Source: an optimization exercise on an open RTL-to-GDS flow (aim: small area, a short achievable clock period and few clock cycles per item). Production flows keep margins and buffers that such runs may drop.
Function was not checked in any run shown here: the RTL went through the layout flow alone.
Power and IR drop assume default switching activity.

===== design/flow/flow/run.sh =====
#!/bin/bash
set -euo pipefail
R=$(pwd)/orfs/results/sky130hd/calc/base

# the standard synthesis, kept for its register names
bash standard.sh synth > 1_standard_synth.log 2>&1
cp "$R/1_2_yosys.v" std_1_2_yosys.v

# the same synthesis without ABC in Yosys's synth
rm -f "$R/1_2_yosys.v" "$R/1_synth.odb" "$R/1_synth.sdc"
if bash standard.sh SYNTH_ARGS=-noabc "$R/1_2_yosys.v" > 2_noabc_synth.log 2>&1 &&
   python3 flow/rename_regs.py std_1_2_yosys.v "$R/1_2_yosys.v" renamed_1_2_yosys.v > 3_rename.log 2>&1; then
  cp renamed_1_2_yosys.v "$R/1_2_yosys.v"
else
  echo "no-abc synthesis not used" >> 3_rename.log
  cp std_1_2_yosys.v "$R/1_2_yosys.v"
fi
touch "$R/1_2_yosys.v"

bash standard.sh BUFFER_PORTS_ARGS="-buffer_cell sky130_fd_sc_hd__buf_2" SETUP_SLACK_MARGIN=29.55 finish > 4_layout.log 2>&1

===== design/flow/flow/rename_regs.py =====
#!/usr/bin/env python3
"""rename_regs.py STD NEW OUT

STD and NEW are two Yosys netlists of the same design, from the standard
synthesis and from the same synthesis with `synth -noabc`. Their registers are
the same but may differ in the suffix Yosys puts after the register's name
(for example ro[0]$_DFFE_PN_ against ro[0]$_DFFE_PP_: the polarity of the
enable, before it was mapped to the library's enable flip-flop). Write NEW to
OUT with each register instance renamed to the standard synthesis's name.
Exit 1, writing nothing, unless every register pairs one to one, with the
same cell type."""
import re, sys

REG = re.compile(r'^\s*(sky130_fd_sc_hd__\w*df\w*)\s+(\\\S+|\S+)\s*\(', re.M)

def regs(text):
    out = {}
    for cell, name in REG.findall(text):
        base = name.lstrip('\\').split('$')[0]
        if base in out:
            raise SystemExit(f"two registers with base name {base}")
        out[base] = (cell, name)
    return out

std_t = open(sys.argv[1]).read()
new_t = open(sys.argv[2]).read()
std, new = regs(std_t), regs(new_t)
if set(std) != set(new):
    sys.exit(f"register sets differ: {sorted(set(std) ^ set(new))[:10]}")
for b in std:
    if std[b][0] != new[b][0]:
        sys.exit(f"cell type differs for {b}: {std[b][0]} {new[b][0]}")
n = 0
def sub(m):
    global n
    cell, name = m.group(1), m.group(2)
    base = name.lstrip('\\').split('$')[0]
    want = std[base][1]
    if want != name:
        n += 1
    return m.group(0).replace(name, want, 1)
out = REG.sub(sub, new_t)
# no name may be used twice
names = [nm for _, nm in REG.findall(out)]
assert len(names) == len(set(names))
open(sys.argv[3], 'w').write(out)
print(f"{len(std)} registers paired, {n} renamed")

===== design/flow/standard.sh =====
#!/bin/bash
# synth_recipe.tcl (not shown) runs the flow's synth.tcl, then flattens the netlist and writes it again
# the make line also repeats each setting of config.mk as NAME=value (left out here)
make -C /OpenROAD-flow-scripts/flow DESIGN_CONFIG=/design/flow/config.mk WORK_HOME=/design/flow/orfs CLKGATE_MAP_FILE= SYNTH_SCRIPT=/design/flow/synth_recipe.tcl "${@:-finish}"

===== design/flow/config.mk =====
export PLATFORM = sky130hd
export DESIGN_NAME = calc
export DESIGN_NICKNAME = calc
export VERILOG_FILES = /design/flow/design.v
export SDC_FILE = /design/flow/constraint.sdc
export NUM_CORES = 4
export LEC_CHECK = 0
export ABC_AREA = 1
export CAP_MARGIN = 20
export CORE_MARGIN = 2
export CORE_UTILIZATION = 40
export CTS_BUF_LIST = sky130_fd_sc_hd__clkbuf_8
export SLEW_MARGIN = 20

===== design/flow/constraint.sdc =====
create_clock -name core_clock -period 38.0 [get_ports {clk}]
set_input_delay 7.6000 -clock core_clock [delete_from_list [all_inputs] [get_ports {clk}]]
set_output_delay 7.6000 -clock core_clock [all_outputs]
set_load 0.01 [all_outputs]

===== design/flow/design.v =====
module calc (
                  input [7:0]  inpA ,
                  input [7:0]  inpB ,
                  input [01:0] inpOpType ,
                  output[15:0] outC  ,
                  input        iValid ,
                  output       iStall ,
                  input        oStall ,
                  output       oValid ,
                  input        clk ,
                  input        rstn
                  ) ;
   reg         v0, v1, vo, vs ;
   reg  [7:0]  a0, b0 ;
   reg  [1:0]  op0 ;
   reg         dv1 ;           
   reg  [19:0] r1 ;
   reg  [15:0] ro, rs ;
   wire        frz  = vs ;                
   wire        take = ~oStall | ~vo ;     
   wire        sub  = op0[0] ;
   wire [7:0]  bx   = b0 ^ {8{sub}} ;
   wire [8:0]  ac ;
   wire [7:0]  as ;
   assign ac[0] = sub ;
   genvar j ;
   generate
     for (j = 0; j < 8; j = j + 1) begin : g_as
       assign as[j]   = a0[j] ^ bx[j] ^ ac[j] ;
       assign ac[j+1] = (a0[j] & bx[j]) | (a0[j] & ac[j]) | (bx[j] & ac[j]) ;
     end
   endgenerate
   wire        ov   = ac[8] ^ sub ;           
   wire [15:0] r_as = {{7{ov & sub}}, ov, as} ;
   wire [15:0] r_mul ;
   wire m_pp0_0 = a0[0] & b0[0];
   wire m_pp0_1 = a0[0] & b0[1];
   wire m_pp0_2 = a0[0] & b0[2];
   wire m_pp0_3 = a0[0] & b0[3];
   wire m_pp0_4 = a0[0] & b0[4];
   wire m_pp0_5 = a0[0] & b0[5];
   wire m_pp0_6 = a0[0] & b0[6];
   wire m_pp0_7 = a0[0] & b0[7];
   wire m_pp1_0 = a0[1] & b0[0];
   wire m_pp1_1 = a0[1] & b0[1];
   wire m_pp1_2 = a0[1] & b0[2];
   wire m_pp1_3 = a0[1] & b0[3];
   wire m_pp1_4 = a0[1] & b0[4];
   wire m_pp1_5 = a0[1] & b0[5];
   wire m_pp1_6 = a0[1] & b0[6];
   wire m_pp1_7 = a0[1] & b0[7];
   wire m_pp2_0 = a0[2] & b0[0];
   wire m_pp2_1 = a0[2] & b0[1];
   wire m_pp2_2 = a0[2] & b0[2];
   wire m_pp2_3 = a0[2] & b0[3];
   wire m_pp2_4 = a0[2] & b0[4];
   wire m_pp2_5 = a0[2] & b0[5];
   wire m_pp2_6 = a0[2] & b0[6];
   wire m_pp2_7 = a0[2] & b0[7];
   wire m_pp3_0 = a0[3] & b0[0];
   wire m_pp3_1 = a0[3] & b0[1];
   wire m_pp3_2 = a0[3] & b0[2];
   wire m_pp3_3 = a0[3] & b0[3];
   wire m_pp3_4 = a0[3] & b0[4];
   wire m_pp3_5 = a0[3] & b0[5];
   wire m_pp3_6 = a0[3] & b0[6];
   wire m_pp3_7 = a0[3] & b0[7];
   wire m_pp4_0 = a0[4] & b0[0];
   wire m_pp4_1 = a0[4] & b0[1];
   wire m_pp4_2 = a0[4] & b0[2];
   wire m_pp4_3 = a0[4] & b0[3];
   wire m_pp4_4 = a0[4] & b0[4];
   wire m_pp4_5 = a0[4] & b0[5];
   wire m_pp4_6 = a0[4] & b0[6];
   wire m_pp4_7 = a0[4] & b0[7];
   wire m_pp5_0 = a0[5] & b0[0];
   wire m_pp5_1 = a0[5] & b0[1];
   wire m_pp5_2 = a0[5] & b0[2];
   wire m_pp5_3 = a0[5] & b0[3];
   wire m_pp5_4 = a0[5] & b0[4];
   wire m_pp5_5 = a0[5] & b0[5];
   wire m_pp5_6 = a0[5] & b0[6];
   wire m_pp5_7 = a0[5] & b0[7];
   wire m_pp6_0 = a0[6] & b0[0];
   wire m_pp6_1 = a0[6] & b0[1];
   wire m_pp6_2 = a0[6] & b0[2];
   wire m_pp6_3 = a0[6] & b0[3];
   wire m_pp6_4 = a0[6] & b0[4];
   wire m_pp6_5 = a0[6] & b0[5];
   wire m_pp6_6 = a0[6] & b0[6];
   wire m_pp6_7 = a0[6] & b0[7];
   wire m_pp7_0 = a0[7] & b0[0];
   wire m_pp7_1 = a0[7] & b0[1];
   wire m_pp7_2 = a0[7] & b0[2];
   wire m_pp7_3 = a0[7] & b0[3];
   wire m_pp7_4 = a0[7] & b0[4];
   wire m_pp7_5 = a0[7] & b0[5];
   wire m_pp7_6 = a0[7] & b0[6];
   wire m_pp7_7 = a0[7] & b0[7];
   wire m_w1 = m_pp0_6 ^ m_pp1_5;
   wire m_w2 = m_pp0_6 & m_pp1_5;
   wire m_w3 = m_pp0_7 ^ m_pp1_6 ^ m_pp2_5;
   wire m_w4 = (m_pp0_7 & m_pp1_6) | (m_pp0_7 & m_pp2_5) | (m_pp1_6 & m_pp2_5);
   wire m_w5 = m_pp3_4 ^ m_pp4_3;
   wire m_w6 = m_pp3_4 & m_pp4_3;
   wire m_w7 = m_pp1_7 ^ m_pp2_6 ^ m_pp3_5;
   wire m_w8 = (m_pp1_7 & m_pp2_6) | (m_pp1_7 & m_pp3_5) | (m_pp2_6 & m_pp3_5);
   wire m_w9 = m_pp4_4 ^ m_pp5_3;
   wire m_w10 = m_pp4_4 & m_pp5_3;
   wire m_w11 = m_pp2_7 ^ m_pp3_6 ^ m_pp4_5;
   wire m_w12 = (m_pp2_7 & m_pp3_6) | (m_pp2_7 & m_pp4_5) | (m_pp3_6 & m_pp4_5);
   wire m_w13 = m_pp0_4 ^ m_pp1_3;
   wire m_w14 = m_pp0_4 & m_pp1_3;
   wire m_w15 = m_pp0_5 ^ m_pp1_4 ^ m_pp2_3;
   wire m_w16 = (m_pp0_5 & m_pp1_4) | (m_pp0_5 & m_pp2_3) | (m_pp1_4 & m_pp2_3);
   wire m_w17 = m_pp3_2 ^ m_pp4_1;
   wire m_w18 = m_pp3_2 & m_pp4_1;
   wire m_w19 = m_w1 ^ m_pp2_4 ^ m_pp3_3;
   wire m_w20 = (m_w1 & m_pp2_4) | (m_w1 & m_pp3_3) | (m_pp2_4 & m_pp3_3);
   wire m_w21 = m_pp4_2 ^ m_pp5_1 ^ m_pp6_0;
   wire m_w22 = (m_pp4_2 & m_pp5_1) | (m_pp4_2 & m_pp6_0) | (m_pp5_1 & m_pp6_0);
   wire m_w23 = m_w3 ^ m_w5 ^ m_pp5_2;
   wire m_w24 = (m_w3 & m_w5) | (m_w3 & m_pp5_2) | (m_w5 & m_pp5_2);
   wire m_w25 = m_pp6_1 ^ m_pp7_0 ^ m_w2;
   wire m_w26 = (m_pp6_1 & m_pp7_0) | (m_pp6_1 & m_w2) | (m_pp7_0 & m_w2);
   wire m_w27 = m_w7 ^ m_w9 ^ m_pp6_2;
   wire m_w28 = (m_w7 & m_w9) | (m_w7 & m_pp6_2) | (m_w9 & m_pp6_2);
   wire m_w29 = m_pp7_1 ^ m_w4 ^ m_w6;
   wire m_w30 = (m_pp7_1 & m_w4) | (m_pp7_1 & m_w6) | (m_w4 & m_w6);
   wire m_w31 = m_w11 ^ m_pp5_4 ^ m_pp6_3;
   wire m_w32 = (m_w11 & m_pp5_4) | (m_w11 & m_pp6_3) | (m_pp5_4 & m_pp6_3);
   wire m_w33 = m_pp7_2 ^ m_w8 ^ m_w10;
   wire m_w34 = (m_pp7_2 & m_w8) | (m_pp7_2 & m_w10) | (m_w8 & m_w10);
   wire m_w35 = m_pp3_7 ^ m_pp4_6 ^ m_pp5_5;
   wire m_w36 = (m_pp3_7 & m_pp4_6) | (m_pp3_7 & m_pp5_5) | (m_pp4_6 & m_pp5_5);
   wire m_w37 = m_pp6_4 ^ m_pp7_3 ^ m_w12;
   wire m_w38 = (m_pp6_4 & m_pp7_3) | (m_pp6_4 & m_w12) | (m_pp7_3 & m_w12);
   wire m_w39 = m_pp4_7 ^ m_pp5_6 ^ m_pp6_5;
   wire m_w40 = (m_pp4_7 & m_pp5_6) | (m_pp4_7 & m_pp6_5) | (m_pp5_6 & m_pp6_5);
   wire m_w41 = m_pp0_3 ^ m_pp1_2;
   wire m_w42 = m_pp0_3 & m_pp1_2;
   wire m_w43 = m_w13 ^ m_pp2_2 ^ m_pp3_1;
   wire m_w44 = (m_w13 & m_pp2_2) | (m_w13 & m_pp3_1) | (m_pp2_2 & m_pp3_1);
   wire m_w45 = m_w15 ^ m_w17 ^ m_pp5_0;
   wire m_w46 = (m_w15 & m_w17) | (m_w15 & m_pp5_0) | (m_w17 & m_pp5_0);
   wire m_w47 = m_w19 ^ m_w21 ^ m_w16;
   wire m_w48 = (m_w19 & m_w21) | (m_w19 & m_w16) | (m_w21 & m_w16);
   wire m_w49 = m_w23 ^ m_w25 ^ m_w20;
   wire m_w50 = (m_w23 & m_w25) | (m_w23 & m_w20) | (m_w25 & m_w20);
   wire m_w51 = m_w27 ^ m_w29 ^ m_w24;
   wire m_w52 = (m_w27 & m_w29) | (m_w27 & m_w24) | (m_w29 & m_w24);
   wire m_w53 = m_w31 ^ m_w33 ^ m_w28;
   wire m_w54 = (m_w31 & m_w33) | (m_w31 & m_w28) | (m_w33 & m_w28);
   wire m_w55 = m_w35 ^ m_w37 ^ m_w32;
   wire m_w56 = (m_w35 & m_w37) | (m_w35 & m_w32) | (m_w37 & m_w32);
   wire m_w57 = m_w39 ^ m_pp7_4 ^ m_w36;
   wire m_w58 = (m_w39 & m_pp7_4) | (m_w39 & m_w36) | (m_pp7_4 & m_w36);
   wire m_w59 = m_pp5_7 ^ m_pp6_6 ^ m_pp7_5;
   wire m_w60 = (m_pp5_7 & m_pp6_6) | (m_pp5_7 & m_pp7_5) | (m_pp6_6 & m_pp7_5);
   wire m_w61 = m_pp0_2 ^ m_pp1_1;
   wire m_w62 = m_pp0_2 & m_pp1_1;
   wire m_w63 = m_w41 ^ m_pp2_1 ^ m_pp3_0;
   wire m_w64 = (m_w41 & m_pp2_1) | (m_w41 & m_pp3_0) | (m_pp2_1 & m_pp3_0);
   wire m_w65 = m_w43 ^ m_pp4_0 ^ m_w42;
   wire m_w66 = (m_w43 & m_pp4_0) | (m_w43 & m_w42) | (m_pp4_0 & m_w42);
   wire m_w67 = m_w45 ^ m_w14 ^ m_w44;
   wire m_w68 = (m_w45 & m_w14) | (m_w45 & m_w44) | (m_w14 & m_w44);
   wire m_w69 = m_w47 ^ m_w18 ^ m_w46;
   wire m_w70 = (m_w47 & m_w18) | (m_w47 & m_w46) | (m_w18 & m_w46);
   wire m_w71 = m_w49 ^ m_w22 ^ m_w48;
   wire m_w72 = (m_w49 & m_w22) | (m_w49 & m_w48) | (m_w22 & m_w48);
   wire m_w73 = m_w51 ^ m_w26 ^ m_w50;
   wire m_w74 = (m_w51 & m_w26) | (m_w51 & m_w50) | (m_w26 & m_w50);
   wire m_w75 = m_w53 ^ m_w30 ^ m_w52;
   wire m_w76 = (m_w53 & m_w30) | (m_w53 & m_w52) | (m_w30 & m_w52);
   wire m_w77 = m_w55 ^ m_w34 ^ m_w54;
   wire m_w78 = (m_w55 & m_w34) | (m_w55 & m_w54) | (m_w34 & m_w54);
   wire m_w79 = m_w57 ^ m_w38 ^ m_w56;
   wire m_w80 = (m_w57 & m_w38) | (m_w57 & m_w56) | (m_w38 & m_w56);
   wire m_w81 = m_w59 ^ m_w40 ^ m_w58;
   wire m_w82 = (m_w59 & m_w40) | (m_w59 & m_w58) | (m_w40 & m_w58);
   wire m_w83 = m_pp6_7 ^ m_pp7_6 ^ m_w60;
   wire m_w84 = (m_pp6_7 & m_pp7_6) | (m_pp6_7 & m_w60) | (m_pp7_6 & m_w60);
   wire m_w85 = m_pp0_1 ^ m_pp1_0;
   wire m_w86 = m_pp0_1 & m_pp1_0;
   wire m_w87 = m_w61 ^ m_pp2_0 ^ m_w86;
   wire m_w88 = (m_w61 & m_pp2_0) | (m_w61 & m_w86) | (m_pp2_0 & m_w86);
   wire m_w89 = m_w63 ^ m_w62 ^ m_w88;
   wire m_w90 = (m_w63 & m_w62) | (m_w63 & m_w88) | (m_w62 & m_w88);
   wire m_w91 = m_w65 ^ m_w64 ^ m_w90;
   wire m_w92 = (m_w65 & m_w64) | (m_w65 & m_w90) | (m_w64 & m_w90);
   wire m_w93 = m_w67 ^ m_w66 ^ m_w92;
   wire m_w94 = (m_w67 & m_w66) | (m_w67 & m_w92) | (m_w66 & m_w92);
   wire m_w95 = m_w69 ^ m_w68 ^ m_w94;
   wire m_w96 = (m_w69 & m_w68) | (m_w69 & m_w94) | (m_w68 & m_w94);
   wire m_w97 = m_w71 ^ m_w70 ^ m_w96;
   wire m_w98 = (m_w71 & m_w70) | (m_w71 & m_w96) | (m_w70 & m_w96);
   wire m_w99 = m_w73 ^ m_w72 ^ m_w98;
   wire m_w100 = (m_w73 & m_w72) | (m_w73 & m_w98) | (m_w72 & m_w98);
   wire m_w101 = m_w75 ^ m_w74 ^ m_w100;
   wire m_w102 = (m_w75 & m_w74) | (m_w75 & m_w100) | (m_w74 & m_w100);
   wire m_w103 = m_w77 ^ m_w76 ^ m_w102;
   wire m_w104 = (m_w77 & m_w76) | (m_w77 & m_w102) | (m_w76 & m_w102);
   wire m_w105 = m_w79 ^ m_w78 ^ m_w104;
   wire m_w106 = (m_w79 & m_w78) | (m_w79 & m_w104) | (m_w78 & m_w104);
   wire m_w107 = m_w81 ^ m_w80 ^ m_w106;
   wire m_w108 = (m_w81 & m_w80) | (m_w81 & m_w106) | (m_w80 & m_w106);
   wire m_w109 = m_w83 ^ m_w82 ^ m_w108;
   wire m_w110 = (m_w83 & m_w82) | (m_w83 & m_w108) | (m_w82 & m_w108);
   wire m_w111 = m_pp7_7 ^ m_w84 ^ m_w110;
   wire m_w112 = (m_pp7_7 & m_w84) | (m_pp7_7 & m_w110) | (m_w84 & m_w110);
   wire m_w113 = 1'b0 ^ m_w112;
   wire m_w114 = 1'b0 & m_w112;
   assign r_mul = {m_w113,m_w111,m_w109,m_w107,m_w105,m_w103,m_w101,m_w99,m_w97,m_w95,m_w93,m_w91,m_w89,m_w87,m_w85,m_pp0_0};
   wire dhhz1 = ~|b0[7:1] ;
   wire dhhz2 = ~|b0[7:2] ;
   wire dhhz3 = ~|b0[7:3] ;
   wire dhhz4 = ~|b0[7:4] ;
   wire dhhz5 = ~|b0[7:5] ;
   wire dhhz6 = ~|b0[7:6] ;
   wire dhhz7 = ~|b0[7:7] ;
   wire dhhz8 = 1'b1 ;
   wire dh7_hz = dhhz1 ;
   wire [1:0] dh7_br ;
   wire [0:0] dh7_d ;
   assign dh7_br[0] = 1'b0 ;
   assign dh7_d[0] = a0[7] ^ b0[0] ^ dh7_br[0] ;
   assign dh7_br[1] = (~a0[7] & b0[0]) | (~(a0[7] ^ b0[0]) & dh7_br[0]) ;
   wire dh7_q = dh7_hz & ~dh7_br[1] ;
   wire dh7_r0 = dh7_q ? dh7_d[0] : a0[7] ;
   wire dh6_hz = dhhz2 ;
   wire [2:0] dh6_br ;
   wire [1:0] dh6_d ;
   assign dh6_br[0] = 1'b0 ;
   assign dh6_d[0] = a0[6] ^ b0[0] ^ dh6_br[0] ;
   assign dh6_br[1] = (~a0[6] & b0[0]) | (~(a0[6] ^ b0[0]) & dh6_br[0]) ;
   assign dh6_d[1] = dh7_r0 ^ b0[1] ^ dh6_br[1] ;
   assign dh6_br[2] = (~dh7_r0 & b0[1]) | (~(dh7_r0 ^ b0[1]) & dh6_br[1]) ;
   wire dh6_q = dh6_hz & ~dh6_br[2] ;
   wire dh6_r0 = dh6_q ? dh6_d[0] : a0[6] ;
   wire dh6_r1 = dh6_q ? dh6_d[1] : dh7_r0 ;
   wire dh5_hz = dhhz3 ;
   wire [3:0] dh5_br ;
   wire [2:0] dh5_d ;
   assign dh5_br[0] = 1'b0 ;
   assign dh5_d[0] = a0[5] ^ b0[0] ^ dh5_br[0] ;
   assign dh5_br[1] = (~a0[5] & b0[0]) | (~(a0[5] ^ b0[0]) & dh5_br[0]) ;
   assign dh5_d[1] = dh6_r0 ^ b0[1] ^ dh5_br[1] ;
   assign dh5_br[2] = (~dh6_r0 & b0[1]) | (~(dh6_r0 ^ b0[1]) & dh5_br[1]) ;
   assign dh5_d[2] = dh6_r1 ^ b0[2] ^ dh5_br[2] ;
   assign dh5_br[3] = (~dh6_r1 & b0[2]) | (~(dh6_r1 ^ b0[2]) & dh5_br[2]) ;
   wire dh5_q = dh5_hz & ~dh5_br[3] ;
   wire dh5_r0 = dh5_q ? dh5_d[0] : a0[5] ;
   wire dh5_r1 = dh5_q ? dh5_d[1] : dh6_r0 ;
   wire dh5_r2 = dh5_q ? dh5_d[2] : dh6_r1 ;
   wire dh4_hz = dhhz4 ;
   wire [4:0] dh4_br ;
   wire [3:0] dh4_d ;
   assign dh4_br[0] = 1'b0 ;
   assign dh4_d[0] = a0[4] ^ b0[0] ^ dh4_br[0] ;
   assign dh4_br[1] = (~a0[4] & b0[0]) | (~(a0[4] ^ b0[0]) & dh4_br[0]) ;
   assign dh4_d[1] = dh5_r0 ^ b0[1] ^ dh4_br[1] ;
   assign dh4_br[2] = (~dh5_r0 & b0[1]) | (~(dh5_r0 ^ b0[1]) & dh4_br[1]) ;
   assign dh4_d[2] = dh5_r1 ^ b0[2] ^ dh4_br[2] ;
   assign dh4_br[3] = (~dh5_r1 & b0[2]) | (~(dh5_r1 ^ b0[2]) & dh4_br[2]) ;
   assign dh4_d[3] = dh5_r2 ^ b0[3] ^ dh4_br[3] ;
   assign dh4_br[4] = (~dh5_r2 & b0[3]) | (~(dh5_r2 ^ b0[3]) & dh4_br[3]) ;
   wire dh4_q = dh4_hz & ~dh4_br[4] ;
   wire dh4_r0 = dh4_q ? dh4_d[0] : a0[4] ;
   wire dh4_r1 = dh4_q ? dh4_d[1] : dh5_r0 ;
   wire dh4_r2 = dh4_q ? dh4_d[2] : dh5_r1 ;
   wire dh4_r3 = dh4_q ? dh4_d[3] : dh5_r2 ;
   wire [19:0] dstate = {b0, {dh7_q, dh6_q, dh5_q, dh4_q}, {dh4_r3, dh4_r2, dh4_r1, dh4_r0}, a0[3:0]} ;
   wire        dv0  = op0[1] & op0[0] ;
   wire [19:0] r1_n = {dstate[19:16], dv0 ? dstate[15:0] : (op0[1] ? r_mul : r_as)} ;
   wire [7:0]  b1 = r1[19:12] ;
   wire dlhz1 = ~|b1[7:1] ;
   wire dlhz2 = ~|b1[7:2] ;
   wire dlhz3 = ~|b1[7:3] ;
   wire dlhz4 = ~|b1[7:4] ;
   wire dlhz5 = ~|b1[7:5] ;
   wire dlhz6 = ~|b1[7:6] ;
   wire dlhz7 = ~|b1[7:7] ;
   wire dlhz8 = 1'b1 ;
   wire dl3_hz = dlhz5 ;
   wire [5:0] dl3_br ;
   wire [4:0] dl3_d ;
   assign dl3_br[0] = 1'b0 ;
   assign dl3_d[0] = r1[3] ^ b1[0] ^ dl3_br[0] ;
   assign dl3_br[1] = (~r1[3] & b1[0]) | (~(r1[3] ^ b1[0]) & dl3_br[0]) ;
   assign dl3_d[1] = r1[4] ^ b1[1] ^ dl3_br[1] ;
   assign dl3_br[2] = (~r1[4] & b1[1]) | (~(r1[4] ^ b1[1]) & dl3_br[1]) ;
   assign dl3_d[2] = r1[5] ^ b1[2] ^ dl3_br[2] ;
   assign dl3_br[3] = (~r1[5] & b1[2]) | (~(r1[5] ^ b1[2]) & dl3_br[2]) ;
   assign dl3_d[3] = r1[6] ^ b1[3] ^ dl3_br[3] ;
   assign dl3_br[4] = (~r1[6] & b1[3]) | (~(r1[6] ^ b1[3]) & dl3_br[3]) ;
   assign dl3_d[4] = r1[7] ^ b1[4] ^ dl3_br[4] ;
   assign dl3_br[5] = (~r1[7] & b1[4]) | (~(r1[7] ^ b1[4]) & dl3_br[4]) ;
   wire dl3_q = dl3_hz & ~dl3_br[5] ;
   wire dl3_r0 = dl3_q ? dl3_d[0] : r1[3] ;
   wire dl3_r1 = dl3_q ? dl3_d[1] : r1[4] ;
   wire dl3_r2 = dl3_q ? dl3_d[2] : r1[5] ;
   wire dl3_r3 = dl3_q ? dl3_d[3] : r1[6] ;
   wire dl3_r4 = dl3_q ? dl3_d[4] : r1[7] ;
   wire dl2_hz = dlhz6 ;
   wire [6:0] dl2_br ;
   wire [5:0] dl2_d ;
   assign dl2_br[0] = 1'b0 ;
   assign dl2_d[0] = r1[2] ^ b1[0] ^ dl2_br[0] ;
   assign dl2_br[1] = (~r1[2] & b1[0]) | (~(r1[2] ^ b1[0]) & dl2_br[0]) ;
   assign dl2_d[1] = dl3_r0 ^ b1[1] ^ dl2_br[1] ;
   assign dl2_br[2] = (~dl3_r0 & b1[1]) | (~(dl3_r0 ^ b1[1]) & dl2_br[1]) ;
   assign dl2_d[2] = dl3_r1 ^ b1[2] ^ dl2_br[2] ;
   assign dl2_br[3] = (~dl3_r1 & b1[2]) | (~(dl3_r1 ^ b1[2]) & dl2_br[2]) ;
   assign dl2_d[3] = dl3_r2 ^ b1[3] ^ dl2_br[3] ;
   assign dl2_br[4] = (~dl3_r2 & b1[3]) | (~(dl3_r2 ^ b1[3]) & dl2_br[3]) ;
   assign dl2_d[4] = dl3_r3 ^ b1[4] ^ dl2_br[4] ;
   assign dl2_br[5] = (~dl3_r3 & b1[4]) | (~(dl3_r3 ^ b1[4]) & dl2_br[4]) ;
   assign dl2_d[5] = dl3_r4 ^ b1[5] ^ dl2_br[5] ;
   assign dl2_br[6] = (~dl3_r4 & b1[5]) | (~(dl3_r4 ^ b1[5]) & dl2_br[5]) ;
   wire dl2_q = dl2_hz & ~dl2_br[6] ;
   wire dl2_r0 = dl2_q ? dl2_d[0] : r1[2] ;
   wire dl2_r1 = dl2_q ? dl2_d[1] : dl3_r0 ;
   wire dl2_r2 = dl2_q ? dl2_d[2] : dl3_r1 ;
   wire dl2_r3 = dl2_q ? dl2_d[3] : dl3_r2 ;
   wire dl2_r4 = dl2_q ? dl2_d[4] : dl3_r3 ;
   wire dl2_r5 = dl2_q ? dl2_d[5] : dl3_r4 ;
   wire dl1_hz = dlhz7 ;
   wire [7:0] dl1_br ;
   wire [6:0] dl1_d ;
   assign dl1_br[0] = 1'b0 ;
   wire dl1_g0 = ~r1[1] & b1[0] ;
   wire dl1_p0 = ~(r1[1] ^ b1[0]) ;
   wire dl1_g1 = ~dl2_r0 & b1[1] ;
   wire dl1_p1 = ~(dl2_r0 ^ b1[1]) ;
   wire dl1_g2 = ~dl2_r1 & b1[2] ;
   wire dl1_p2 = ~(dl2_r1 ^ b1[2]) ;
   wire dl1_g3 = ~dl2_r2 & b1[3] ;
   wire dl1_p3 = ~(dl2_r2 ^ b1[3]) ;
   wire dl1_g4 = ~dl2_r3 & b1[4] ;
   wire dl1_p4 = ~(dl2_r3 ^ b1[4]) ;
   wire dl1_g5 = ~dl2_r4 & b1[5] ;
   wire dl1_p5 = ~(dl2_r4 ^ b1[5]) ;
   wire dl1_g6 = ~dl2_r5 & b1[6] ;
   wire dl1_p6 = ~(dl2_r5 ^ b1[6]) ;
   assign dl1_br[1] = dl1_g0 | (dl1_p0 & dl1_br[0]) ;
   assign dl1_br[2] = dl1_g1 | (dl1_p1 & dl1_g0) | (dl1_p1 & dl1_p0 & dl1_br[0]) ;
   assign dl1_br[3] = dl1_g2 | (dl1_p2 & dl1_br[2]) ;
   assign dl1_br[4] = dl1_g3 | (dl1_p3 & dl1_g2) | (dl1_p3 & dl1_p2 & dl1_br[2]) ;
   assign dl1_br[5] = dl1_g4 | (dl1_p4 & dl1_br[4]) ;
   assign dl1_br[6] = dl1_g5 | (dl1_p5 & dl1_g4) | (dl1_p5 & dl1_p4 & dl1_br[4]) ;
   assign dl1_br[7] = dl1_g6 | (dl1_p6 & dl1_br[6]) ;
   assign dl1_d[0] = r1[1] ^ b1[0] ^ dl1_br[0] ;
   assign dl1_d[1] = dl2_r0 ^ b1[1] ^ dl1_br[1] ;
   assign dl1_d[2] = dl2_r1 ^ b1[2] ^ dl1_br[2] ;
   assign dl1_d[3] = dl2_r2 ^ b1[3] ^ dl1_br[3] ;
   assign dl1_d[4] = dl2_r3 ^ b1[4] ^ dl1_br[4] ;
   assign dl1_d[5] = dl2_r4 ^ b1[5] ^ dl1_br[5] ;
   assign dl1_d[6] = dl2_r5 ^ b1[6] ^ dl1_br[6] ;
   wire dl1_q = dl1_hz & ~dl1_br[7] ;
   wire dl1_r0 = dl1_q ? dl1_d[0] : r1[1] ;
   wire dl1_r1 = dl1_q ? dl1_d[1] : dl2_r0 ;
   wire dl1_r2 = dl1_q ? dl1_d[2] : dl2_r1 ;
   wire dl1_r3 = dl1_q ? dl1_d[3] : dl2_r2 ;
   wire dl1_r4 = dl1_q ? dl1_d[4] : dl2_r3 ;
   wire dl1_r5 = dl1_q ? dl1_d[5] : dl2_r4 ;
   wire dl1_r6 = dl1_q ? dl1_d[6] : dl2_r5 ;
   wire dl0_hz = dlhz8 ;
   wire [8:0] dl0_br ;
   wire [7:0] dl0_d ;
   assign dl0_br[0] = 1'b0 ;
   wire dl0_g0 = ~r1[0] & b1[0] ;
   wire dl0_p0 = ~(r1[0] ^ b1[0]) ;
   wire dl0_g1 = ~dl1_r0 & b1[1] ;
   wire dl0_p1 = ~(dl1_r0 ^ b1[1]) ;
   wire dl0_g2 = ~dl1_r1 & b1[2] ;
   wire dl0_p2 = ~(dl1_r1 ^ b1[2]) ;
   wire dl0_g3 = ~dl1_r2 & b1[3] ;
   wire dl0_p3 = ~(dl1_r2 ^ b1[3]) ;
   wire dl0_g4 = ~dl1_r3 & b1[4] ;
   wire dl0_p4 = ~(dl1_r3 ^ b1[4]) ;
   wire dl0_g5 = ~dl1_r4 & b1[5] ;
   wire dl0_p5 = ~(dl1_r4 ^ b1[5]) ;
   wire dl0_g6 = ~dl1_r5 & b1[6] ;
   wire dl0_p6 = ~(dl1_r5 ^ b1[6]) ;
   wire dl0_g7 = ~dl1_r6 & b1[7] ;
   wire dl0_p7 = ~(dl1_r6 ^ b1[7]) ;
   assign dl0_br[1] = dl0_g0 | (dl0_p0 & dl0_br[0]) ;
   assign dl0_br[2] = dl0_g1 | (dl0_p1 & dl0_g0) | (dl0_p1 & dl0_p0 & dl0_br[0]) ;
   assign dl0_br[3] = dl0_g2 | (dl0_p2 & dl0_br[2]) ;
   assign dl0_br[4] = dl0_g3 | (dl0_p3 & dl0_g2) | (dl0_p3 & dl0_p2 & dl0_br[2]) ;
   assign dl0_br[5] = dl0_g4 | (dl0_p4 & dl0_br[4]) ;
   assign dl0_br[6] = dl0_g5 | (dl0_p5 & dl0_g4) | (dl0_p5 & dl0_p4 & dl0_br[4]) ;
   assign dl0_br[7] = dl0_g6 | (dl0_p6 & dl0_br[6]) ;
   assign dl0_br[8] = dl0_g7 | (dl0_p7 & dl0_g6) | (dl0_p7 & dl0_p6 & dl0_br[6]) ;
   assign dl0_d[0] = r1[0] ^ b1[0] ^ dl0_br[0] ;
   assign dl0_d[1] = dl1_r0 ^ b1[1] ^ dl0_br[1] ;
   assign dl0_d[2] = dl1_r1 ^ b1[2] ^ dl0_br[2] ;
   assign dl0_d[3] = dl1_r2 ^ b1[3] ^ dl0_br[3] ;
   assign dl0_d[4] = dl1_r3 ^ b1[4] ^ dl0_br[4] ;
   assign dl0_d[5] = dl1_r4 ^ b1[5] ^ dl0_br[5] ;
   assign dl0_d[6] = dl1_r5 ^ b1[6] ^ dl0_br[6] ;
   assign dl0_d[7] = dl1_r6 ^ b1[7] ^ dl0_br[7] ;
   wire dl0_q = dl0_hz & ~dl0_br[8] ;
   wire [15:0] res = dv1 ? ((b1 == 8'd0) ? 16'd0 : {8'd0, r1[11:8], {dl3_q, dl2_q, dl1_q, dl0_q}})
                         : r1[15:0] ;
   reg         vo_n, vs_n ;
   always @* begin
     vo_n = vo ;
     vs_n = frz ;
     if (take) begin
       if (frz) begin
         vo_n = 1'b1 ;
         vs_n = 1'b0 ;
       end
       else vo_n = v1 ;
     end
     else if (!frz) vs_n = v1 ;
   end
always @(posedge clk or negedge rstn) begin
  if (!rstn) begin
    v0  <= 1'b0 ;
    v1  <= 1'b0 ;
    vo  <= 1'b0 ;
    vs  <= 1'b0 ;
  end
  else begin
    if (!frz) begin
      v0 <= iValid ;
      v1 <= v0 ;
    end
    vo  <= vo_n ;
    vs  <= vs_n ;
  end
end
always @(posedge clk) begin
  if (!frz) begin
    a0  <= inpA ;
    b0  <= inpB ;
    op0 <= inpOpType ;
    dv1 <= dv0 ;
    r1  <= r1_n ;
  end
  if (take) ro <= frz ? rs : res ;
  if (!frz) rs <= res ;
end
assign iStall = vs ;
assign oValid = vo ;
assign outC   = ro ;
endmodule

==> flow_summary.toml, run 1 <==
[global_route]
globalRouteTotalUtil_pct = 16.73
grt_start_max_net_pins = 42
grt_overflow_total = 0
grt_antenna_before_repair = 0
via_count_of_the_first_global_routing_pass = 4262
grt_first_pass_wirelength_um = 20760

[clock_tree]
clk_root_buffer_cell = "clkbuf_8"
htreeDepth = 3
clock_sink_count = 75
clock_latency_on_the_worst_skew_pair_ns = 0.38
clkSlewWorstSetupHoldPaths_ns = 0.08
tritoncts = "yes"
clockBufferDepth = 2
tritoncts.num_buffers = 9

[synthesis]
synth-seq-area-share_pct = 35.84
synth_area_mm2 = 0.005782
syn_nets = 699
synth-seq-cells = 75
synthCells = 570
yosysUniqueCellTypes = 41
yosysWarnings = 1
syn-mean-instance-area_um2 = 10.14

[placement]
post-dp-hpwl_um = 9011
port-buffer-count = 39
gpl.final_weighted_congestion = 0.8514
placed_cells_incl_taps = 767
place_ws_ns = 29.40

[floorplanning]
coreArea_mm2 = 0.01399
die_area_mm2 = 0.01543
dieHeight_um = 124.2
rows = 43
io_pins = 40
die_width_um = 124.2
initial_core_util_pct = 41.33

[finish]
sequential_cell_area_mm2 = 0.002076
highest_count_cells_in_the_layout_ignoring_fill_and_taps = "nand2_1 (149), inv_1 (104), fa_1 (75)"
final_common_cell = "nand2_1"
multi_input_comb_area_mm2 = 0.003191
fillCellCount = 1319
final_core_utilization_pct = 45.38
design.final.nets = 731
fin_cells = 787
synth_to_layout_area_growth_pct = 9.803
final_layout_size_suffix_gt1_share_pct = 12.52
diodes = 0

[worst_setup_path]
slowest_delay_ns = 0.49
path_class = "flip-flop to output port"
crit_buf_inv = 1
ff2ff_setup_slack_ns = 30.05
worst_setup_path_start_kind = "flip-flop"
cp_data_required_time_ns = 30.40
endpoint_kind = "output port"
timing.critical_path.arrival_ns = 0.97
critical_path.max_fanout = 2
slowest_stage_cell_crit_path = "dfrtp_4"
timing.critical_path.cells = "buf_6"
path_delay_family = "flip-flops"

[flow_run]
cap_violations = 0

[routing]
vias_per_cell = 4.883
final_routed_wirelength_across_all_metal_layers_um = 11930
drt_iter0_markers = 236
avgRoutedWirePerCell_um = 15.16
dr_total_vias = 3843
post-route-drc-count = 0
drt-pass1-iter-count = 4
antenna_violating_nets_post_route = 0

[sta]
slew_headroom_pct = 34.91
achievable-frequency_mhz = 116.7
timing.final.crit_period_ns = 8.572
rsz_0062_raised_after_global_routing = "yes"
worst_pin_slew_ns = 0.9727
timing_max_transition_violations_final = 0
setup_slack_ns = 29.43
setup_skew_after_layout_ns = 0.03016
fin_setup_tns_ns = 0
finalHoldViolations = 0
fin_crit_sh_pct = 22.56
finalSetupViolations = 0

[power]
power.total_uw = 635.1
power.density_cell_area_mw_per_mm2 = 100.0
power.ir.vdd_worst_mv = 0.03404
leakage_uw = 0.003250

[status]
outcome = "no timing/DRC/antenna violations"

[min_path]
hold_path.class = "flip-flop to flip-flop"
Yosys cell counts (all sizes together):
master,n,area (µm²)
ha,32,400.4
a21oi,4,20.02
fa,75,1501
or2,1,6.260
o31ai,5,37.54
buf,12,82.57
edfxtp,55,1652
and2,1,6.260
o21a,2,15.01
nor4,1,6.260
o21bai,1,11.26
xor2,7,61.31
xnor2,2,17.52
clkbuf,11,41.29
clkinv,1,5.000
mux2i,1,10.01
a22oi,12,90.09
o21ai,23,141.4
a31oi,3,18.77
dfrtp,4,100.1
nor2,20,100.1
inv,104,390.4
nand2,153,589.3
a22o,2,17.52
nand4,1,6.260
nand3b,1,7.510
o211ai,7,52.55
o221ai,1,8.760
dfxtp,16,320.3
nand3,12,65.06
area by class of cell:
type	instances	share of cell area (%)
clock buffers	9	1.951
clock inverters	7	1.557
inverters	105	6.228
multi-input cells	367	50.26
flip-flops and latches	75	32.70
well taps	180	3.547
repair buffers	44	3.764
what timing repair did:
action	CTS	global route
gates resized for setup	3	0
buffers inserted	2	2
endpoints found under the setup margin	18	20
hold buffers	0	0
metal layers:
metal	up-vias	share of wire [%]	wire length [µm]	track usage [%]
li1	1849	-	-	-
met1	1888	44	5296	21.19
met2	90	50	6013	29.12
met3	16	3.6	432	2.754
met4	0	1.6	192	5.618
met5	-	0	0	0
final timing paths:
kind | depth (start not counted) | from | to
hold / removal | 2 | rs[13] | rs[13]
setup reg to reg | 35 | r1[12] | ro[0]
hold reg to reg | 2 | rs[13] | rs[13]
max in group asynchronous | 1 | rstn | vs
min in group asynchronous | 1 | rstn | vs
setup / recovery | 1 | vs | iStall
report_power, final:
| part | leakage, µW | total, µW | internal [µW] | switching (µW) |
|---|---|---|---|---|
| Sequential | 0.000757 | 176 | 138 | 38.2 |
| Clock | 0.000116 | 70.6 | 37.6 | 33.0 |
| Combinational | 0.00238 | 389 | 171 | 217 |
metrics by stage:
stage          hold WS [ns]  cell area (µm²)
3_3_place_gp         0.4570             6086
5_1_grt              0.5234             6349
2_1_floorplan        0.4277             5782
4_1_cts              0.4795             6334
3_5_place_dp         0.4598             6086
6_report             0.4718             6349
state kept, by name, indices dropped and copies added, names as in the netlist:
signal / flops
b0: 8
a0: 8
r1: 20
vo: 1
v0: 1
v1: 1
dv1: 1
op0: 2
vs: 1
rs: 16
ro: 16
kinds of logic (layout without fill, tap and decap cells):
family | Yosys count | after routing | share of synthesized area, %
AO/OA/AOI/OAI | 60 | 60 | 7.141
XOR/XNOR | 9 | 9 | 1.363
adder cells (fa/ha/maj) | 107 | 107 | 32.89
buffers and inverters | 128 | 165 | 8.980
flip-flops | 75 | 75 | 35.84
multiplexers | 1 | 1 | 0.1731
AND/OR/NAND/NOR | 190 | 190 | 13.61
==> run 2: changes to the inputs <==
--- a/design/flow/design.v
+++ b/design/flow/design.v
@@ -11,13 +11,14 @@
                   input        rstn
                   ) ;
    reg         v0, v1, vo, vs ;
+   reg         nvo, nvs ;
    reg  [7:0]  a0, b0 ;
    reg  [1:0]  op0 ;
    reg         dv1 ;           
    reg  [19:0] r1 ;
    reg  [15:0] ro, rs ;
-   wire        frz  = vs ;                
-   wire        take = ~oStall | ~vo ;     
+   wire        frz  = ~nvs ;              
+   wire        take = ~oStall | nvo ;     
    wire        sub  = op0[0] ;
    wire [7:0]  bx   = b0 ^ {8{sub}} ;
    wire [8:0]  ac ;
@@ -329,34 +330,20 @@
    wire [7:0] dl1_br ;
    wire [6:0] dl1_d ;
    assign dl1_br[0] = 1'b0 ;
-   wire dl1_g0 = ~r1[1] & b1[0] ;
-   wire dl1_p0 = ~(r1[1] ^ b1[0]) ;
-   wire dl1_g1 = ~dl2_r0 & b1[1] ;
-   wire dl1_p1 = ~(dl2_r0 ^ b1[1]) ;
-   wire dl1_g2 = ~dl2_r1 & b1[2] ;
-   wire dl1_p2 = ~(dl2_r1 ^ b1[2]) ;
-   wire dl1_g3 = ~dl2_r2 & b1[3] ;
-   wire dl1_p3 = ~(dl2_r2 ^ b1[3]) ;
-   wire dl1_g4 = ~dl2_r3 & b1[4] ;
-   wire dl1_p4 = ~(dl2_r3 ^ b1[4]) ;
-   wire dl1_g5 = ~dl2_r4 & b1[5] ;
-   wire dl1_p5 = ~(dl2_r4 ^ b1[5]) ;
-   wire dl1_g6 = ~dl2_r5 & b1[6] ;
-   wire dl1_p6 = ~(dl2_r5 ^ b1[6]) ;
-   assign dl1_br[1] = dl1_g0 | (dl1_p0 & dl1_br[0]) ;
-   assign dl1_br[2] = dl1_g1 | (dl1_p1 & dl1_g0) | (dl1_p1 & dl1_p0 & dl1_br[0]) ;
-   assign dl1_br[3] = dl1_g2 | (dl1_p2 & dl1_br[2]) ;
-   assign dl1_br[4] = dl1_g3 | (dl1_p3 & dl1_g2) | (dl1_p3 & dl1_p2 & dl1_br[2]) ;
-   assign dl1_br[5] = dl1_g4 | (dl1_p4 & dl1_br[4]) ;
-   assign dl1_br[6] = dl1_g5 | (dl1_p5 & dl1_g4) | (dl1_p5 & dl1_p4 & dl1_br[4]) ;
-   assign dl1_br[7] = dl1_g6 | (dl1_p6 & dl1_br[6]) ;
    assign dl1_d[0] = r1[1] ^ b1[0] ^ dl1_br[0] ;
+   assign dl1_br[1] = (~r1[1] & b1[0]) | (~(r1[1] ^ b1[0]) & dl1_br[0]) ;
    assign dl1_d[1] = dl2_r0 ^ b1[1] ^ dl1_br[1] ;
+   assign dl1_br[2] = (~dl2_r0 & b1[1]) | (~(dl2_r0 ^ b1[1]) & dl1_br[1]) ;
    assign dl1_d[2] = dl2_r1 ^ b1[2] ^ dl1_br[2] ;
+   assign dl1_br[3] = (~dl2_r1 & b1[2]) | (~(dl2_r1 ^ b1[2]) & dl1_br[2]) ;
    assign dl1_d[3] = dl2_r2 ^ b1[3] ^ dl1_br[3] ;
+   assign dl1_br[4] = (~dl2_r2 & b1[3]) | (~(dl2_r2 ^ b1[3]) & dl1_br[3]) ;
    assign dl1_d[4] = dl2_r3 ^ b1[4] ^ dl1_br[4] ;
+   assign dl1_br[5] = (~dl2_r3 & b1[4]) | (~(dl2_r3 ^ b1[4]) & dl1_br[4]) ;
    assign dl1_d[5] = dl2_r4 ^ b1[5] ^ dl1_br[5] ;
+   assign dl1_br[6] = (~dl2_r4 & b1[5]) | (~(dl2_r4 ^ b1[5]) & dl1_br[5]) ;
    assign dl1_d[6] = dl2_r5 ^ b1[6] ^ dl1_br[6] ;
+   assign dl1_br[7] = (~dl2_r5 & b1[6]) | (~(dl2_r5 ^ b1[6]) & dl1_br[6]) ;
    wire dl1_q = dl1_hz & ~dl1_br[7] ;
    wire dl1_r0 = dl1_q ? dl1_d[0] : r1[1] ;
    wire dl1_r1 = dl1_q ? dl1_d[1] : dl2_r0 ;
@@ -406,7 +393,7 @@
                          : r1[15:0] ;
    reg         vo_n, vs_n ;
    always @* begin
-     vo_n = vo ;
+     vo_n = ~nvo ;
      vs_n = frz ;
      if (take) begin
        if (frz) begin
@@ -423,6 +410,8 @@
     v1  <= 1'b0 ;
     vo  <= 1'b0 ;
     vs  <= 1'b0 ;
+    nvo <= 1'b1 ;
+    nvs <= 1'b1 ;
   end
   else begin
     if (!frz) begin
@@ -431,6 +420,8 @@
     end
     vo  <= vo_n ;
     vs  <= vs_n ;
+    nvo <= ~vo_n ;
+    nvs <= ~vs_n ;
   end
 end
 always @(posedge clk) begin
==> flow_summary.toml, run 2 <==
[clock_tree]
cts_hold_repair.buffers = 0
tritoncts.num_buffers = 9
clock_latency_on_the_worst_skew_pair_ns = 0.37
htreeDepth = 3
clock_sink_count = 77
tritoncts = "yes"
clk_root_buffer_cell = "clkbuf_8"
clkSlewWorstSetupHoldPaths_ns = 0.08
clockBufferDepth = 2

[placement]
placed_area_mm2 = 0.006155
post-dp-hpwl_um = 9087
port-buffer-count = 39
gpl.final_weighted_congestion = 0.9191

[worst_setup_path]
path_delay_family = "flip-flops"
timing.critical_path.cells = "buf_2"
crit-reg2reg-launch = "r1[12]"
ff2ff_setup_slack_ns = 29.80
slowest_delay_ns = 0.38
cp_data_required_time_ns = 30.40
timing.critical_path.arrival_ns = 0.88
reg2reg_depth = 35
worst_setup_path_start_kind = "flip-flop"
critical_path.max_fanout = 1
endpoint_kind = "output port"
path_class = "flip-flop to output port"
r2r_end = "ro[0]"
slowest_stage_cell_crit_path = "edfxtp_1"
crit_buf_inv = 1

[sta]
whs_ns = 0.4681
finalSetupViolations = 0
setup_skew_after_layout_ns = 0.01511
rsz_0062_raised_after_global_routing = "yes"
achievable-frequency_mhz = 117.9
slew_headroom_pct = 42.90
finalHoldViolations = 0
worst_pin_slew_ns = 0.8533
timing_max_transition_violations_final = 0
fin_setup_tns_ns = 0
fin_crit_sh_pct = 22.33
timing.final.crit_period_ns = 8.485

[routing]
antenna_violating_nets_post_route = 0
drt-pass1-iter-count = 5
drt_iter0_markers = 229
post-route-drc-count = 0
dr_total_vias = 3883
avgRoutedWirePerCell_um = 15.37
vias_per_cell = 4.915
final_routed_wirelength_across_all_metal_layers_um = 12150

[finish]
max_flop_register = "r1"
reg.largest.list = "r1 (20), ro (16), rs (16)"
final_core_utilization_pct = 44.61
synth_to_layout_area_growth_pct = 10.03
highest_count_cells_in_the_layout_ignoring_fill_and_taps = "nand2_1 (138), inv_1 (101), fa_1 (65)"
finish.instance_area_mm2 = 0.006435
design.final.nets = 728
final_layout_size_suffix_gt1_share_pct = 16.50
largest_reg_flops = 20
diodes = 0
final_common_cell = "nand2_1"

[synthesis]
asyncSetResetFlopFracSynth_pct = 7.792
synth_area_mm2 = 0.005848
synth-seq-cells = 77
netlist_top_cells_count = "nand2_1 (139), inv_1 (102), fa_1 (77), edfxtp_1 (55), ha_1 (28)"
synth_enable_flop_cells = 55
yosysTopAreaCell = "edfxtp_1"
synthCells = 568
yosysUniqueCellTypes = 41
yosysWarnings = 1
syn_nets = 695
yosysMostFrequentCell = "nand2_1"
syn-mean-instance-area_um2 = 10.30
dominant_synthesized_flop_cell = "edfxtp_1"
synth.top_cells.by_area = "edfxtp_1 (28%), fa_1 (26%), nand2_1 (8.9%), inv_1 (6.5%), ha_1 (6.0%)"
synth_top_area_share_pct = 28.24
synth-seq-area-share_pct = 36.33

[global_route]
grt_first_pass_wirelength_um = 20750
grt_overflow_total = 0
grt_start_max_net_pins = 50
globalRouteTotalUtil_pct = 16.79
via_count_of_the_first_global_routing_pass = 4259
grt_antenna_before_repair = 0

[min_path]
hold_path.class = "flip-flop to flip-flop"
whs_endpoint = "rs[14]"
timing.hold.worst.start = "rs[14]"
worstHoldPathCells = 2

[power]
leakage_uw = 0.003210
power.ir.vdd_worst_mv = 0.03651
power.density_cell_area_mw_per_mm2 = 102.0

[floorplanning]
rows = 44
initial_core_util_pct = 40.54
coreArea_mm2 = 0.01442
die_area_mm2 = 0.01560
die_width_um = 124.9
dieHeight_um = 124.9
io_pins = 40

[status]
outcome = "no timing/DRC/antenna violations"

[flow_run]
cap_violations = 0
[run 2: changes by cell type after synthesis, moves of 4 or more]
| cell | change |
|---|---|
| o21ai_0 | -10 |
| nor2_1 | +6 |
| ha_1 | -4 |
| a21oi_2 | +5 |
| o21ai_2 | -4 |
| nand2_1 | -10 |
| nand3_1 | +8 |
| o221ai_1 | +7 |
| o31ai_1 | -5 |
| o21ai_1 | +6 |
| a22oi_1 | -8 |
[run 2: logic make-up after synthesis]
| kind of cell | count (synthesis) | synth area share [%] |
|---|---|---|
| AND/OR/NAND/NOR | 198 | 14.98 |
| XOR/XNOR | 7 | 1.048 |
| AO/OA/AOI/OAI | 51 | 6.012 |
| adder cells (fa/ha/maj) | 105 | 32.35 |
| flip-flops | 77 | 36.33 |
| multiplexers | 1 | 0.1712 |
| buffers and inverters | 129 | 9.114 |
[run 2: final cells by class]
type                            instances  area, µm²
Clock buffer                            9      123.9
Clock inverter                          7      50.05
Fill cell                            1357       7989
Inverter                              103      389.1
Multi-Input combinational cell        362       3254
Sequential cell                        77       2125
Tap cell                              184      230.2
Timing Repair Buffer                   48      262.8
[run 2: report_power, final]
part	leakage, µW	internal, µW	switching [µW]
Clock	0.0000957	24.1	33.0
Combinational	0.00233	187	233
Sequential	0.000780	141	38.0
[run 2: worst register-to-register path, delay by kind of cell (launching register included)]
kind            cells  cell delay, ns
fa+ha+maj          17            5.99
compound gates      3            0.18
simple gates       13            1.19
buf+inv             2            0.20
flops               1            0.42
[run 2: what timing repair did]
item / in CTS / in global routing
buffers inserted: 3 / 5
setup endpoints to repair: 20 / 20
pin swaps: 1 / 6
gates resized for setup: 3 / 11
[run 2: how the worst max path moves through the flow]
stage / from / endpoint / slack [ns] / cells after the start
finish: ro[6] / outC[6] / 29.52 / 1
floorplan: r1[12] / ro[0] / 29.57 / 37
CTS: ro[13] / outC[13] / 29.49 / 1
global placement: r1[12] / ro[0] / 29.25 / 35
detailed placement: r1[12] / ro[0] / 29.01 / 35
global route: r1[12] / ro[0] / 29.39 / 35
[run 2: routing by layer]
metal	GRT usage (%)	part of all wire, %	vias up
met5	0	0	-
met4	6.797	1.9	0
met3	3.780	4.2	20
met2	28.58	51	104
met1	20.82	43	1912
li1	-	-	1847
[run 2: stage by stage]
stage	power [µW]	std cells	setup WS, ns
floorplan	466.2	568	29.57
global placement	575.8	766	29.25
detailed placement	585.5	766	29.01
CTS	649.1	785	29.49
global route	731.0	790	29.39
finish	656.5	790	29.52
==> run 3: changes to the inputs <==
--- a/design/flow/design.v
+++ b/design/flow/design.v
@@ -356,38 +356,22 @@
    wire [8:0] dl0_br ;
    wire [7:0] dl0_d ;
    assign dl0_br[0] = 1'b0 ;
-   wire dl0_g0 = ~r1[0] & b1[0] ;
-   wire dl0_p0 = ~(r1[0] ^ b1[0]) ;
-   wire dl0_g1 = ~dl1_r0 & b1[1] ;
-   wire dl0_p1 = ~(dl1_r0 ^ b1[1]) ;
-   wire dl0_g2 = ~dl1_r1 & b1[2] ;
-   wire dl0_p2 = ~(dl1_r1 ^ b1[2]) ;
-   wire dl0_g3 = ~dl1_r2 & b1[3] ;
-   wire dl0_p3 = ~(dl1_r2 ^ b1[3]) ;
-   wire dl0_g4 = ~dl1_r3 & b1[4] ;
-   wire dl0_p4 = ~(dl1_r3 ^ b1[4]) ;
-   wire dl0_g5 = ~dl1_r4 & b1[5] ;
-   wire dl0_p5 = ~(dl1_r4 ^ b1[5]) ;
-   wire dl0_g6 = ~dl1_r5 & b1[6] ;
-   wire dl0_p6 = ~(dl1_r5 ^ b1[6]) ;
-   wire dl0_g7 = ~dl1_r6 & b1[7] ;
-   wire dl0_p7 = ~(dl1_r6 ^ b1[7]) ;
-   assign dl0_br[1] = dl0_g0 | (dl0_p0 & dl0_br[0]) ;
-   assign dl0_br[2] = dl0_g1 | (dl0_p1 & dl0_g0) | (dl0_p1 & dl0_p0 & dl0_br[0]) ;
-   assign dl0_br[3] = dl0_g2 | (dl0_p2 & dl0_br[2]) ;
-   assign dl0_br[4] = dl0_g3 | (dl0_p3 & dl0_g2) | (dl0_p3 & dl0_p2 & dl0_br[2]) ;
-   assign dl0_br[5] = dl0_g4 | (dl0_p4 & dl0_br[4]) ;
-   assign dl0_br[6] = dl0_g5 | (dl0_p5 & dl0_g4) | (dl0_p5 & dl0_p4 & dl0_br[4]) ;
-   assign dl0_br[7] = dl0_g6 | (dl0_p6 & dl0_br[6]) ;
-   assign dl0_br[8] = dl0_g7 | (dl0_p7 & dl0_g6) | (dl0_p7 & dl0_p6 & dl0_br[6]) ;
    assign dl0_d[0] = r1[0] ^ b1[0] ^ dl0_br[0] ;
+   assign dl0_br[1] = (~r1[0] & b1[0]) | (~(r1[0] ^ b1[0]) & dl0_br[0]) ;
    assign dl0_d[1] = dl1_r0 ^ b1[1] ^ dl0_br[1] ;
+   assign dl0_br[2] = (~dl1_r0 & b1[1]) | (~(dl1_r0 ^ b1[1]) & dl0_br[1]) ;
    assign dl0_d[2] = dl1_r1 ^ b1[2] ^ dl0_br[2] ;
+   assign dl0_br[3] = (~dl1_r1 & b1[2]) | (~(dl1_r1 ^ b1[2]) & dl0_br[2]) ;
    assign dl0_d[3] = dl1_r2 ^ b1[3] ^ dl0_br[3] ;
+   assign dl0_br[4] = (~dl1_r2 & b1[3]) | (~(dl1_r2 ^ b1[3]) & dl0_br[3]) ;
    assign dl0_d[4] = dl1_r3 ^ b1[4] ^ dl0_br[4] ;
+   assign dl0_br[5] = (~dl1_r3 & b1[4]) | (~(dl1_r3 ^ b1[4]) & dl0_br[4]) ;
    assign dl0_d[5] = dl1_r4 ^ b1[5] ^ dl0_br[5] ;
+   assign dl0_br[6] = (~dl1_r4 & b1[5]) | (~(dl1_r4 ^ b1[5]) & dl0_br[5]) ;
    assign dl0_d[6] = dl1_r5 ^ b1[6] ^ dl0_br[6] ;
+   assign dl0_br[7] = (~dl1_r5 & b1[6]) | (~(dl1_r5 ^ b1[6]) & dl0_br[6]) ;
    assign dl0_d[7] = dl1_r6 ^ b1[7] ^ dl0_br[7] ;
+   assign dl0_br[8] = (~dl1_r6 & b1[7]) | (~(dl1_r6 ^ b1[7]) & dl0_br[7]) ;
    wire dl0_q = dl0_hz & ~dl0_br[8] ;
    wire [15:0] res = dv1 ? ((b1 == 8'd0) ? 16'd0 : {8'd0, r1[11:8], {dl3_q, dl2_q, dl1_q, dl0_q}})
                          : r1[15:0] ;
==> flow_summary.toml, run 3 <==
[worst_setup_path]
slowest_stage_cell_crit_path = "edfxtp_1"
timing.critical_path.arrival_ns = 0.88
cp_data_required_time_ns = 30.40
endpoint_kind = "output port"
path_class = "flip-flop to output port"
critical_path.max_fanout = 1
slowest_delay_ns = 0.37
timing.critical_path.cells = "buf_2"
path_delay_family = "flip-flops"
crit_buf_inv = 1
worst_setup_path_start_kind = "flip-flop"

[floorplanning]
coreArea_mm2 = 0.01399
io_pins = 40
die_width_um = 124.0
dieHeight_um = 124.0
rows = 43
die_area_mm2 = 0.01538
initial_core_util_pct = 41.19

[clock_tree]
clk_root_buffer_cell = "clkbuf_8"
tritoncts.num_buffers = 9
clock_latency_on_the_worst_skew_pair_ns = 0.37
clock_sink_count = 77
clkSlewWorstSetupHoldPaths_ns = 0.09
clockBufferDepth = 2
tritoncts = "yes"
htreeDepth = 3

[finish]
design.final.nets = 726
largest_reg_flops = 20
final_layout_size_suffix_gt1_share_pct = 16.39
diodes = 0
highest_count_cells_in_the_layout_ignoring_fill_and_taps = "nand2_1 (149), inv_1 (102), fa_1 (65)"
max_flop_register = "r1"
fin_cells = 784
synth_to_layout_area_growth_pct = 11.34
final_common_cell = "nand2_1"
reg.largest.list = "r1 (20), ro (16), rs (16)"

[synthesis]
syn_nets = 694
synthCells = 567
yosysTopAreaCell = "edfxtp_1"
yosysMostFrequentCell = "nand2_1"
asyncSetResetFlopFracSynth_pct = 7.792
synth-seq-area-share_pct = 36.87
synth_top_area_share_pct = 28.66
dominant_synthesized_flop_cell = "edfxtp_1"
synth-seq-cells = 77
synth_enable_flop_cells = 55
yosysUniqueCellTypes = 37
synth.top_cells.by_area = "edfxtp_1 (29%), fa_1 (27%), nand2_1 (9.7%), inv_1 (6.7%), ha_1 (6.1%)"
netlist_top_cells_count = "nand2_1 (149), inv_1 (103), fa_1 (77), edfxtp_1 (55), ha_1 (28)"
syn-mean-instance-area_um2 = 10.16
synth_area_mm2 = 0.005762
yosysWarnings = 1

[routing]
post-route-drc-count = 0
dr_total_vias = 3849
drt-pass1-iter-count = 7
vias_per_cell = 4.909
final_routed_wirelength_across_all_metal_layers_um = 12210
avgRoutedWirePerCell_um = 15.57
antenna_violating_nets_post_route = 0
drt_iter0_markers = 190

[min_path]
hold_path.class = "flip-flop to flip-flop"

[placement]
place_ws_ns = 28.91
post-dp-hpwl_um = 8939
gpl.final_weighted_congestion = 0.8498
placed_cells_incl_taps = 763
port-buffer-count = 39

[sta]
finalSetupViolations = 0
worst_pin_slew_ns = 0.8954
setup_slack_ns = 29.52
fin_crit_sh_pct = 22.32
timing_max_transition_violations_final = 0
slew_headroom_pct = 40.09
fin_setup_tns_ns = 0
finalHoldViolations = 0
setup_skew_after_layout_ns = 0.01223
rsz_0062_raised_after_global_routing = "yes"
timing.final.crit_period_ns = 8.482
achievable-frequency_mhz = 117.9

[global_route]
globalRouteTotalUtil_pct = 17.92
grt_start_max_net_pins = 51
via_count_of_the_first_global_routing_pass = 4124
grt_overflow_total = 0
grt_antenna_before_repair = 0
grt_first_pass_wirelength_um = 20530

[status]
outcome = "no timing/DRC/antenna violations"

[power]
power.density_cell_area_mw_per_mm2 = 99.80
leakage_uw = 0.003164
power.ir.vdd_worst_mv = 0.03581

[flow_run]
cap_violations = 0
[run 3: cell families after synthesis]
kind of cell,after synthesis,synth area share (%)
simple gates,200,14.77
buf+inv,132,9.120
fa+ha+maj,105,32.83
flops,77,36.87
compound gates,46,5.342
xor+xnor,7,1.064
[run 3: worst paths after layout]
| path | startpoint | endpoint | slack (ns) | cells after the start |
|---|---|---|---|---|
| setup / recovery | ro[10] | outC[10] | 29.52 | 1 |
| hold / removal | rs[13] | rs[13] | 0.48 | 2 |
| setup reg to reg | r1[3] | ro[0] | 29.83 | 39 |
| hold reg to reg | rs[13] | rs[13] | 0.48 | 2 |
| max in group asynchronous | rstn | nvo | 30.74 | 1 |
| min in group asynchronous | rstn | vs | 7.04 | 1 |
[run 3: repair_timing]
| action | 4_1_cts | 5_1_grt |
|---|---|---|
| setup buffers | 5 | 0 |
| endpoints found under the setup margin | 20 | 20 |
| resized for setup | 4 | 10 |
| pin swaps | 3 | 2 |
| hold buffers | 0 | 0 |
[run 3: area by class of cell]
cell class	instances	area, µm²
clock inverter	7	105.1
multi-input combinational	358	3178
fill	1336	7574
inverter	107	404.1
clock buffer	9	123.9
tap	180	225.2
timing repair buffer	46	254.0
sequential	77	2125
[run 3: metrics by stage]
step,util [%],area (µm²),total power (µW),hold WS (ns)
6_report,45.86,6415,640.2,0.4788
5_1_grt,45.86,6415,716.6,0.5064
4_1_cts,45.66,6387,642.7,0.4803
3_5_place_dp,43.66,6107,561.4,0.4539
3_3_place_gp,43.66,6107,550.5,0.4560
2_1_floorplan,-,5802,456.4,0.4206
[run 3: per-layer routing]
| metal | share of wire [%] | vias up | GRT usage, % | routed length (µm) |
|---|---|---|---|---|
| li1 | - | 1831 | - | - |
| met1 | 42 | 1900 | 21.40 | 5184 |
| met2 | 51 | 94 | 31.42 | 6209 |
| met3 | 4.3 | 24 | 3.526 | 523 |
| met4 | 2.4 | 0 | 7.795 | 291 |
| met5 | 0 | - | 0 | 0 |
[run 3: power breakdown]
| group | leakage (µW) | switching (µW) | internal, µW |
|---|---|---|---|
| sequential | 0.000780 | 36.3 | 141 |
| clock | 0.000112 | 34.7 | 38.0 |
| combinational | 0.00227 | 219 | 171 |

[what the ideal ports hide]
No port has a modelled driver above. Below, the same layouts with a new extraction and two added sets of constraints.
Step 1 sets driving cells, clkbuf_16 on the clock port and buf_2 on the other inputs (assumed; they add their load-dependent delay and slew).
Step 2 also shifts input and output timing later by t, the mid clock arrival at the registers, as if the neighbouring blocks saw the same clock.
Three values: no drivers, after step 1, after step 2; two values: the first two.
| run | shift t [ns] | slack for setup (ns) | clock arrival spread, ns |
|---|---|---|---|
| run 1 | 0.402 | 29.428 / 29.395 / 29.417 | 0.031 / 0.030 |
| run 2 | 0.394 | 29.515 / 29.481 / 29.366 | 0.017 / 0.017 |
| run 3 | 0.402 | 29.518 / 29.481 / 29.387 | 0.016 / 0.015 |
After both steps every run listed still meets setup and hold. The setup slack of run 2, which loses most, moves by -0.034 ns with the drivers and by -0.149 ns with both steps.
